What follows belongs to an exercise in optimizing a design on an open flow for small area; a production flow would make more cautious choices. Function was checked by simulation only, so behaviour that the tests miss may differ from the original. Power and IR drop assume default switching activity.

==> flow/design.v, too long to show whole: its modules and the start of the top module <==
// module mult_add: 643 lines
// module bpp: 3 lines
// module fa: 4 lines
// module ha: 4 lines
// module xn: 3 lines
// module MAC: 41 lines
module MAC(
input clk,
input rst,
input [16 - 1 : 0] mac_en, 
input [16 * 16 - 1 : 0] img,
input [16 / 8 * 16 - 1 : 0] ker,
input [16 * 28 - 1 : 0] partial_output, 
output [16 * 33 - 1 : 0] result, 
output reg result_vld,
output partial_output_prepare
    );
  // ...
==> flow/run.sh <==
#!/bin/bash
# synth_recipe.tcl (not shown) runs the flow's synth.tcl, then flattens the netlist and writes it again
# the make line also repeats each setting of config.mk as NAME=value (left out here)
make -C /OpenROAD-flow-scripts/flow DESIGN_CONFIG=/design/flow/config.mk WORK_HOME=/design/flow/orfs CLKGATE_MAP_FILE= SYNTH_SCRIPT=/design/flow/synth_recipe.tcl finish
==> flow/config.mk <==
export PLATFORM = sky130hd
export DESIGN_NAME = MAC
export DESIGN_NICKNAME = MAC
export VERILOG_FILES = /design/flow/design.v
export SDC_FILE = /design/flow/constraint.sdc
export NUM_CORES = 4
export LEC_CHECK = 0
export ABC_CLOCK_PERIOD_IN_PS = 8500
export CAP_MARGIN = 20
export CORE_MARGIN = 2
export CORE_UTILIZATION = 40
export PLACE_DENSITY = 0.6
export SLEW_MARGIN = 20
export SYNTH_HIERARCHICAL = 1
export SYNTH_MINIMUM_KEEP_SIZE = 0
==> flow/constraint.sdc <==
create_clock -name core_clock -period 8.5 [get_ports {clk}]
set_input_delay 1.7000 -clock core_clock [delete_from_list [all_inputs] [get_ports {clk}]]
set_output_delay 1.7000 -clock core_clock [all_outputs]
set_load 0.01 [all_outputs]
==> flow_summary.toml, run 1 <==
[setup_path]
cp-start-kind = "flip-flop"
r2r_start = "mult_add[10].u_mult_add.b_r[1]$_DFFE_PP_"
crit_arrival_ns = 7.54
path_class = "reg2reg"
reg2reg_to = "mult_add[10].u_mult_add.P[29]$_SDFFE_PP0P_"

[finish]
nonClkBufAreaFrac_pct = 9.25
multi_input_area_um2 = 105000
multi_input_area_share_pct = 67.5
stdcell_count = 18100
area_growth_pct = 19.2

[sta]
finalSetupViolCount = 0

[die]
io_pins = 1284
die-area_um2 = 332000
fp-row-count = 210

[logic_synthesis]
yosysTopAreaCell = "fa_1"
synthAdderAreaFrac_pct = 40.3
synth.top_cells.by_count = "xnor2_1 (2224), fa_1 (2176), o22ai_1 (1920), nor2_1 (960), dfxtp_1 (801)"
muxShareOfSynthArea_pct = 4.40

[status]
outcome = "finished clean"

[place]
io_buffers = 1283

[worst_hold_path]
holdPathEnd = "result_vld$_DFF_P_"

[cts]
cts_resized = 0

[power_and_ir_drop]
pg_clk_mw = 6.49
p_int_mw = 40.0
p_switching_mw = 39.6

[detailed_routing]
wl_met3_um = 42500
met2WireLength_um = 203000
==> inputs of run 2 (changes only) <==
--- a/flow/design.v
+++ b/flow/design.v
@@ -5,25 +5,20 @@
 input SCLR,
 input [15 : 0] A,
 input [15 : 0] B,
 input [27 : 0] C,
 output reg [32 : 0] P
     );
 reg [15 : 0] a_r;
 reg [15 : 0] b_r;
-always @ (posedge CLK)
-begin
-    if (SCLR)
-        a_r <= 0;
-    else if (CE)
-        a_r <= A;
-    if (CE)
-        b_r <= B;
-end
+wire e1 = CE & ~SCLR;
+wire e0 = ~(CE | SCLR);
+wire [15 : 0] a_d, b_d;
+wire [32 : 0] p_d;
 wire one0 = b_r[0] ^ 1'b0;
 wire two0 = (b_r[1] & ~b_r[0] & ~1'b0) | (~b_r[1] & b_r[0] & 1'b0);
 wire none0 = ~one0;
 wire ntwo0 = ~two0;
 wire ng0 = b_r[1] & ~(b_r[0] & 1'b0);
 wire nx0_0; xn u_x0_0 (.a(a_r[0]), .b(ng0), .y(nx0_0));
 wire nx0_1; xn u_x0_1 (.a(a_r[1]), .b(ng0), .y(nx0_1));
 wire nx0_2; xn u_x0_2 (.a(a_r[2]), .b(ng0), .y(nx0_2));
@@ -391,83 +386,84 @@
 wire s129, c130; fa u_s129 (.a(C[15]), .b(pp0_15), .ci(pp1_13), .s(s129), .co(c130));
 wire s131, c132; fa u_s131 (.a(pp2_11), .b(pp3_9), .ci(pp4_7), .s(s131), .co(c132));
 wire s133, c134; fa u_s133 (.a(pp5_5), .b(pp6_3), .ci(pp7_1), .s(s133), .co(c134));
 wire s135, c136; fa u_s135 (.a(c114), .b(c116), .ci(c118), .s(s135), .co(c136));
 wire s137, c138; fa u_s137 (.a(s129), .b(s131), .ci(s133), .s(s137), .co(c138));
 wire s139, c140; fa u_s139 (.a(c120), .b(c122), .ci(s135), .s(s139), .co(c140));
 wire s141, c142; fa u_s141 (.a(s137), .b(c124), .ci(s139), .s(s141), .co(c142));
 wire s143, c144; ha u_s143 (.a(c126), .b(s141), .s(s143), .co(c144));
-wire s145, c146; fa u_s145 (.a(1'b1), .b(C[16]), .ci(pp0_16), .s(s145), .co(c146));
+wire s145, c146; fa1 u_s145 (.a(C[16]), .b(pp0_16), .s(s145), .co(c146));
 wire s147, c148; fa u_s147 (.a(pp1_14), .b(pp2_12), .ci(pp3_10), .s(s147), .co(c148));
 wire s149, c150; fa u_s149 (.a(pp4_8), .b(pp5_6), .ci(pp6_4), .s(s149), .co(c150));
 wire s151, c152; fa u_s151 (.a(pp7_2), .b(c130), .ci(c132), .s(s151), .co(c152));
 wire s153, c154; fa u_s153 (.a(c134), .b(s145), .ci(s147), .s(s153), .co(c154));
 wire s155, c156; fa u_s155 (.a(s149), .b(c136), .ci(c138), .s(s155), .co(c156));
 wire s157, c158; fa u_s157 (.a(s151), .b(s153), .ci(c140), .s(s157), .co(c158));
 wire s159, c160; fa u_s159 (.a(s155), .b(c142), .ci(s157), .s(s159), .co(c160));
-wire s161, c162; fa u_s161 (.a(1'b1), .b(C[17]), .ci(pp1_15), .s(s161), .co(c162));
+wire s161, c162; fa1 u_s161 (.a(C[17]), .b(pp1_15), .s(s161), .co(c162));
 wire s163, c164; fa u_s163 (.a(pp2_13), .b(pp3_11), .ci(pp4_9), .s(s163), .co(c164));
 wire s165, c166; fa u_s165 (.a(pp5_7), .b(pp6_5), .ci(pp7_3), .s(s165), .co(c166));
 wire s167, c168; fa u_s167 (.a(c146), .b(c148), .ci(c150), .s(s167), .co(c168));
 wire s169, c170; fa u_s169 (.a(s161), .b(s163), .ci(s165), .s(s169), .co(c170));
 wire s171, c172; fa u_s171 (.a(c152), .b(c154), .ci(s167), .s(s171), .co(c172));
 wire s173, c174; fa u_s173 (.a(s169), .b(c156), .ci(s171), .s(s173), .co(c174));
 wire s175, c176; ha u_s175 (.a(c158), .b(s173), .s(s175), .co(c176));
 wire s177, c178; fa u_s177 (.a(C[18]), .b(pp1_16), .ci(pp2_14), .s(s177), .co(c178));
 wire s179, c180; fa u_s179 (.a(pp3_12), .b(pp4_10), .ci(pp5_8), .s(s179), .co(c180));
 wire s181, c182; fa u_s181 (.a(pp6_6), .b(pp7_4), .ci(c162), .s(s181), .co(c182));
 wire s183, c184; fa u_s183 (.a(c164), .b(c166), .ci(s177), .s(s183), .co(c184));
 wire s185, c186; fa u_s185 (.a(s179), .b(c168), .ci(c170), .s(s185), .co(c186));
 wire s187, c188; fa u_s187 (.a(s181), .b(s183), .ci(c172), .s(s187), .co(c188));
 wire s189, c190; fa u_s189 (.a(s185), .b(c174), .ci(s187), .s(s189), .co(c190));
-wire s191, c192; fa u_s191 (.a(1'b1), .b(C[19]), .ci(pp2_15), .s(s191), .co(c192));
+wire s191, c192; fa1 u_s191 (.a(C[19]), .b(pp2_15), .s(s191), .co(c192));
 wire s193, c194; fa u_s193 (.a(pp3_13), .b(pp4_11), .ci(pp5_9), .s(s193), .co(c194));
 wire s195, c196; fa u_s195 (.a(pp6_7), .b(pp7_5), .ci(c178), .s(s195), .co(c196));
 wire s197, c198; fa u_s197 (.a(c180), .b(s191), .ci(s193), .s(s197), .co(c198));
 wire s199, c200; fa u_s199 (.a(c182), .b(c184), .ci(s195), .s(s199), .co(c200));
 wire s201, c202; fa u_s201 (.a(s197), .b(c186), .ci(s199), .s(s201), .co(c202));
 wire s203, c204; ha u_s203 (.a(c188), .b(s201), .s(s203), .co(c204));
 wire s205, c206; fa u_s205 (.a(C[20]), .b(pp2_16), .ci(pp3_14), .s(s205), .co(c206));
 wire s207, c208; fa u_s207 (.a(pp4_12), .b(pp5_10), .ci(pp6_8), .s(s207), .co(c208));
 wire s209, c210; fa u_s209 (.a(pp7_6), .b(c192), .ci(c194), .s(s209), .co(c210));
 wire s211, c212; fa u_s211 (.a(s205), .b(s207), .ci(c196), .s(s211), .co(c212));
 wire s213, c214; fa u_s213 (.a(c198), .b(s209), .ci(c200), .s(s213), .co(c214));
 wire s215, c216; fa u_s215 (.a(s211), .b(c202), .ci(s213), .s(s215), .co(c216));
-wire s217, c218; fa u_s217 (.a(1'b1), .b(C[21]), .ci(pp3_15), .s(s217), .co(c218));
+wire s217, c218; fa1 u_s217 (.a(C[21]), .b(pp3_15), .s(s217), .co(c218));
 wire s219, c220; fa u_s219 (.a(pp4_13), .b(pp5_11), .ci(pp6_9), .s(s219), .co(c220));
 wire s221, c222; fa u_s221 (.a(pp7_7), .b(c206), .ci(c208), .s(s221), .co(c222));
 wire s223, c224; fa u_s223 (.a(s217), .b(s219), .ci(c210), .s(s223), .co(c224));
 wire s225, c226; fa u_s225 (.a(s221), .b(c212), .ci(s223), .s(s225), .co(c226));
 wire s227, c228; ha u_s227 (.a(c214), .b(s225), .s(s227), .co(c228));
 wire s229, c230; fa u_s229 (.a(C[22]), .b(pp3_16), .ci(pp4_14), .s(s229), .co(c230));
 wire s231, c232; fa u_s231 (.a(pp5_12), .b(pp6_10), .ci(pp7_8), .s(s231), .co(c232));
 wire s233, c234; fa u_s233 (.a(c218), .b(c220), .ci(s229), .s(s233), .co(c234));
 wire s235, c236; fa u_s235 (.a(s231), .b(c222), .ci(s233), .s(s235), .co(c236));
 wire s237, c238; fa u_s237 (.a(c224), .b(s235), .ci(c226), .s(s237), .co(c238));
-wire s239, c240; fa u_s239 (.a(1'b1), .b(C[23]), .ci(pp4_15), .s(s239), .co(c240));
+wire s239, c240; fa1 u_s239 (.a(C[23]), .b(pp4_15), .s(s239), .co(c240));
 wire s241, c242; fa u_s241 (.a(pp5_13), .b(pp6_11), .ci(pp7_9), .s(s241), .co(c242));
 wire s243, c244; fa u_s243 (.a(c230), .b(c232), .ci(s239), .s(s243), .co(c244));
 wire s245, c246; fa u_s245 (.a(s241), .b(c234), .ci(s243), .s(s245), .co(c246));
 wire s247, c248; ha u_s247 (.a(c236), .b(s245), .s(s247), .co(c248));
 wire s249, c250; fa u_s249 (.a(C[24]), .b(pp4_16), .ci(pp5_14), .s(s249), .co(c250));
 wire s251, c252; fa u_s251 (.a(pp6_12), .b(pp7_10), .ci(c240), .s(s251), .co(c252));
 wire s253, c254; fa u_s253 (.a(c242), .b(s249), .ci(c244), .s(s253), .co(c254));
 wire s255, c256; fa u_s255 (.a(s251), .b(c246), .ci(s253), .s(s255), .co(c256));
-wire s257, c258; fa u_s257 (.a(1'b1), .b(C[25]), .ci(pp5_15), .s(s257), .co(c258));
+wire s257, c258; fa1 u_s257 (.a(C[25]), .b(pp5_15), .s(s257), .co(c258));
 wire s259, c260; fa u_s259 (.a(pp6_13), .b(pp7_11), .ci(c250), .s(s259), .co(c260));
 wire s261, c262; fa u_s261 (.a(s257), .b(c252), .ci(s259), .s(s261), .co(c262));
 wire s263, c264; ha u_s263 (.a(c254), .b(s261), .s(s263), .co(c264));
 wire s265, c266; fa u_s265 (.a(C[26]), .b(pp5_16), .ci(pp6_14), .s(s265), .co(c266));
 wire s267, c268; fa u_s267 (.a(pp7_12), .b(c258), .ci(s265), .s(s267), .co(c268));
 wire s269, c270; fa u_s269 (.a(c260), .b(s267), .ci(c262), .s(s269), .co(c270));
 wire s271, c272; fa u_s271 (.a(c27n), .b(pp6_15), .ci(pp7_13), .s(s271), .co(c272));
 wire s273, c274; fa u_s273 (.a(c266), .b(s271), .ci(c268), .s(s273), .co(c274));
 wire s275, c276; fa u_s275 (.a(pp6_16), .b(pp7_14), .ci(c272), .s(s275), .co(c276));
-wire s277, c278; ha u_s277 (.a(1'b1), .b(pp7_15), .s(s277), .co(c278));
+wire s277 = ~pp7_15;
+wire c278 = pp7_15;
 wire g6 = s31 & c24;
 wire p6 = s31 ^ c24;
 wire g7 = s37 & s39;
 wire p7 = s37 ^ s39;
 wire g8 = s47 & s49;
 wire p8 = s47 ^ s49;
 wire g9 = c50 & s59;
 wire p9 = c50 ^ s59;
@@ -506,18 +502,18 @@
 wire g26 = c264 & s269;
 wire p26 = c264 ^ s269;
 wire g27 = s273 & c270;
 wire p27 = s273 ^ c270;
 wire g28 = s275 & c274;
 wire p28 = s275 ^ c274;
 wire g29 = s277 & c276;
 wire p29 = s277 ^ c276;
-wire g30 = pp7_16 & c278;
-wire p30 = pp7_16 ^ c278;
+wire g30 = c278 & pp7_16;
+wire p30 = c278 ^ pp7_16;
 wire g31 = 1'b0 & 1'b1;
 wire p31 = 1'b0 ^ 1'b1;
 wire g32 = 1'b0 & 1'b1;
 wire p32 = 1'b0 ^ 1'b1;
 wire G279 = g7 | (p7 & g6);
 wire P280 = p7 & p6;
 wire G281 = g9 | (p9 & g8);
 wire P282 = p9 & p8;
@@ -629,31 +625,49 @@
 wire o388 = p26 ^ G329;
 wire o389 = p27 ^ G361;
 wire o390 = p28 ^ G339;
 wire o391 = p29 ^ G363;
 wire o392 = p30 ^ G325;
 wire o393 = p31 ^ G365;
 wire o394 = p32 ^ G341;
 wire [32:0] sum = {o394, o393, o392, o391, o390, o389, o388, o387, o386, o385, o384, o383, o382, o381, o380, o379, o378, o377, o376, o375, o374, o373, o372, o371, o370, o369, p6, s23, s17, s11, s7, s3, s1};
+genvar i;
+generate for (i = 0; i < 16; i = i + 1) begin : ab_in
+    rmux u_a (.e1(e1), .d(A[i]), .e0(e0), .q(a_r[i]), .y(a_d[i]));
+    rmux u_b (.e1(e1), .d(B[i]), .e0(e0), .q(b_r[i]), .y(b_d[i]));
+end
+for (i = 0; i < 33; i = i + 1) begin : p_in
+    rmux u_p (.e1(e1), .d(sum[i]), .e0(e0), .q(P[i]), .y(p_d[i]));
+end
+endgenerate
 always @ (posedge CLK)
 begin
-    if (SCLR)
-        P <= 0;
-    else if (CE)
-        P <= sum;
+    a_r <= a_d;
+    b_r <= b_d;
+    P <= p_d;
 end
 endmodule
+module rmux(input e1, input d, input e0, input q, output y);
+assign y = (e1 & d) | (e0 & q);
+endmodule
 module bpp(input na, input nb, input xa, input xb, output pp);
 assign pp = ~((na | xa) & (nb | xb));
 endmodule
 module fa(input a, input b, input ci, output s, output co);
 assign s = a ^ b ^ ci;
 assign co = (a & b) | (a & ci) | (b & ci);
 endmodule
+module fa1(input a, input b, output s, output co);
+xn u_s (.a(a), .b(b), .y(s));
+or2 u_c (.a(a), .b(b), .y(co));
+endmodule
+module or2(input a, input b, output y);
+assign y = a | b;
+endmodule
 module ha(input a, input b, output s, output co);
 assign s = a ^ b;
 assign co = a & b;
 endmodule
 module xn(input a, input b, output y);
 assign y = ~(a ^ b);
 endmodule
 `timescale 1ns / 1ps
==> run 2 against run 1 <==
Net effect: power shrank 39%; sequential share of layout area shrank 1.0 points; clock skew shrank 0.011 ns; sequential cell count up 16; first-iteration DRC count decreased by 11%; setup slack gained 0.061 ns; via count is 1.1% lower; non-clock buffer count shrank 19; critical path type unchanged; largest power group unchanged.
==> flow_summary.toml, run 2 <==
[global_routing]
grtUsageMet1_pct = 37.3
grt_util_met2_pct = 45.0
grt_use_total_pct = 28.5
antenna_found_initial = 125
grt_max_degree = 66
grt_busiest_layer = "met2"
grt-ovfl-total = 0
first_global_vias = 105000
grt_pass1_wl_um = 694000
grtUsageMet3_pct = 7.11

[setup_path]
r2r_slack_ns = 1.75
reg2reg_to = "mult_add[3].u_mult_add.P[29]$_DFF_P_"
critical-path-slowest-cell = "nor2_2"
r2r_start = "mult_add[3].u_mult_add.b_r[1]$_DFF_P_"
path_class = "reg2reg"
crit_chain = "buf_4, ha_1, nor2_2, xnor2_1, o22ai_1, fa_1, fa_1, fa_1, fa_1, ha_1, ha_1, a21oi_1, o21ai_0, nand4_1, o2111ai_2, a31o_1, fa_1, xor2_1, a22o_1"
critPathMostFrequentCell = "fa_1"
critical_path.max_fanout = 14
cpPeakStageDelay_ns = 0.63
startpoint = "mult_add[3].u_mult_add.b_r[1]$_DFF_P_"
end_kind = "flip-flop"
rr_worst_depth = 19
crit_arrival_ns = 7.46
cp-start-kind = "flip-flop"
cp.required_ns = 9.22

[cts]
clkSinkCount = 1073
path_clk_slew_ns = 0.06
clockRootBuffer = "clkbuf_16"
post-cts-setup-buffers = 0
cts_hold_repair.buffers = 0
cts_made_buffers = 145
cts_max_level = 4
clock_path_buffers = 4
cts_resized = 0
clk_latency_ns = 0.85
cts_tree = "built"

[job]
cap_violations = 0

[logic_synthesis]
synth.top_cells.by_count = "xnor2_1 (2240), fa_1 (2080), o22ai_1 (1920), dfxtp_1 (1073), a22o_1 (1040)"
ys_types = 40
yosysSeqAreaShare_pct = 17.0
syn_avg_cell_area_um2 = 11.0
synth_top_area_share_pct = 32.9
synth_seq_cells = 1073
async_flop_share_pct = 0
netlist_instances = 11500
synthFlopType = "dfxtp_1"
yosys_warnings = 9
synth.most_common_cell = "xnor2_1"
synthesis.area_um2 = 127000
synth.area.top_cells = "fa_1 (33%), dfxtp_1 (17%), xnor2_1 (15%)"
synth_edf_count = 0
yosysTopAreaCell = "fa_1"

[finish]
stdcell_count = 17400
final_cell_mix = "xnor2_1 (2240), fa_1 (2080), o22ai_1 (1920), clkdlybuf4s50_1 (1250), dfxtp_1 (1073)"
multi_input_area_um2 = 103000
area_growth_pct = 19.8
top_register = "mult_add.u_mult_add.P"
seqCellArea_um2 = 21500
final_common_cell = "xnor2_1"
largest_reg_flops = 528
final_nets = 16700
top_regs = "mult_add.u_mult_add.P (528), mult_add.u_mult_add.a_r (256), mult_add.u_mult_add.b_r (256)"
fillers = 29100
drive_gt1_share_pct = 5.71

[sta]
rsz0062_at_grt = "false"
finalClockSkew_ns = 0.0424
finalCritPeriodShare_pct = 79.4
setup_tns_ns = 0
max_freq_ghz = 0.148
maxSlewHeadroom_pct = 22.8
tightest_slew_ns = 1.16
finalSetupViolCount = 0
finalHoldViolations = 0
drv_slew = 0
finalCriticalPeriod_ns = 6.75

[place]
io_buffers = 1283
gp_congestion = 0.965
dp_hpwl_um = 380000
dp.cells = 17100

[power_and_ir_drop]
ir_drop_v = 0.000205
powerDensity_nw_per_um2 = 319
p_leak_nw = 57.1

[detailed_routing]
drc_errors = 0
ant_nets = 0
wirelength_um = 465000
drt_iter0_markers = 8734
drt-wirelength-per-cell_um = 26.6
vias = 103000
vias_per_cell = 5.91
drt_first_pass_iters = 6

[die]
io_pins = 1284
initial_core_util_pct = 40.2
die_x_um = 567
die_h_um = 567
die-area_um2 = 321000
fp-row-count = 206
core-area_um2 = 315000

[worst_hold_path]
holdPathEnd = "result_vld$_DFF_P_"
whs_path_depth = 0
hp-start = "mac_en_d[0][1]$_SDFF_PP0_"
worstHoldPathType = "reg2reg"

[status]
outcome = "finished clean"
run 2: changes by cell type in the layout (fill, tap and decap cells not counted), moves of 112 or more:
cell	change
conb_1	-112
nor2_1	-763
edfxtp_1	-256
mux2i_1	-576
dfxtp_1	+272
a211oi_1	-192
a22o_1	+1040
inv_1	+112
run 2: worst max path at each step:
stage / to / cells past startpoint
after floorplan: mult_add[0].u_mult_add.P[30]$_DFF_P_ / 18
after global placement: mult_add[8].u_mult_add.P[29]$_DFF_P_ / 17
after detailed placement: mult_add[8].u_mult_add.P[29]$_DFF_P_ / 17
after CTS: mult_add[3].u_mult_add.P[30]$_DFF_P_ / 19
after global routing: mult_add[3].u_mult_add.P[29]$_DFF_P_ / 19
final: mult_add[3].u_mult_add.P[29]$_DFF_P_ / 19
run 2: cell families (layout without fill, tap and decap cells):
| kind of cell | count (synthesis) | after routing | share of synthesized area (%) |
|---|---|---|---|
| other | 0 | 58 | 0 |
| AOI/OAI and AO/OA | 3760 | 3760 | 21.3 |
| adders and majority gates | 2800 | 2800 | 40.0 |
| xor gates and xnor gates | 2320 | 2320 | 16.0 |
| buffers and inverters | 627 | 2349 | 1.87 |
| DFF | 1073 | 1073 | 17.0 |
| and+or+nand+nor | 928 | 928 | 3.79 |
run 2: cell type report:
cell class              count  share of cell area (%)
clock buffers             196                    2.74
repair buffers           1464                    9.29
flip-flops and latches   1073                    14.2
well taps                4160                    3.43
inverters                 624                    1.54
diodes                     58                  0.0956
clock inverters            65                   0.551
multi-input cells        9808                    68.2
run 2: power breakdown:
group          internal (mW)  switching (mW)
clock network           3.89            2.67
logic                   15.9            18.8
registers               6.11            1.12
run 2: through the flow:
| stage | utilization [%] | worst slack (ns) | instance area, µm² | total power, mW | hold WS [ns] |
|---|---|---|---|---|---|
| after floorplan | - | 1.95 | 127000 | 31.8 | 0.389 |
| after global placement | 46.4 | 0.903 | 146000 | 41.6 | 0.376 |
| after detailed placement | 46.4 | 0.914 | 146000 | 41.9 | 0.377 |
| after CTS | 48.0 | 1.82 | 151000 | 48.8 | 0.378 |
| after global routing | 48.2 | 1.57 | 152000 | 53.4 | 0.381 |
| final | 48.2 | 1.75 | 152000 | 48.5 | 0.375 |
run 2: per-layer routing:
metal / vias up / part of all wire, %
li1: 46200 / -
met1: 52000 / 41
met2: 4111 / 45
met3: 741 / 8.9
met4: 92 / 4.5
met5: - / 0.13
run 2: Yosys stat by module (local to each module, per instance), a selection:
module / flops+latches / area, µm²
xn: 0 / 8.76
fa: 0 / 20.0
bpp: 0 / 6.26
MAC: 33 / 983
ha: 0 / 12.5
mult_add: 65 / 2790
rmux: 0 / 8.76
or2: 0 / 6.26
run 2: worst max-delay path: cells and delay by family, from the launching register on:
family / cells / cell delay [ns]
fa+ha+maj: 8 / 3.16
xor+xnor: 2 / 0.36
simple gates: 2 / 0.80
buf+inv: 1 / 0.30
flops: 1 / 0.47
compound gates: 6 / 1.54

-- port drivers added, routing unchanged --
No port has a modelled driver above. Below, the same layouts with a new extraction and two added sets of constraints.
Step 1: set_driving_cell puts a clkbuf_16 on clk and a buf_2 on each other input, an assumption about the parent block.
Step 2, shift: input delay + t, output delay - t, t = (earliest + latest rising clock arrival at the registers) / 2. This alone moves slack from input paths to output paths.
a / b / c = ideal ports / drivers / drivers and shift; a / b = the first two.
run | shift t [ns] | setup WS [ns] | worst setup path after step 2 | worst register clock-pin slew, ns | worst slew at a driven data input, ns
run 1 | 0.956 | 1.691 / 1.691 / 0.947 | input to register | 0.07 / 0.07 | 0.28
run 2 | 0.934 | 1.751 / 1.751 / 0.924 | input to register | 0.07 / 0.07 | 0.27
After both steps every run listed still meets setup and hold. For run 2, which loses most, drivers alone change the setup slack by 0.000 ns; drivers and shift together by -0.827 ns.
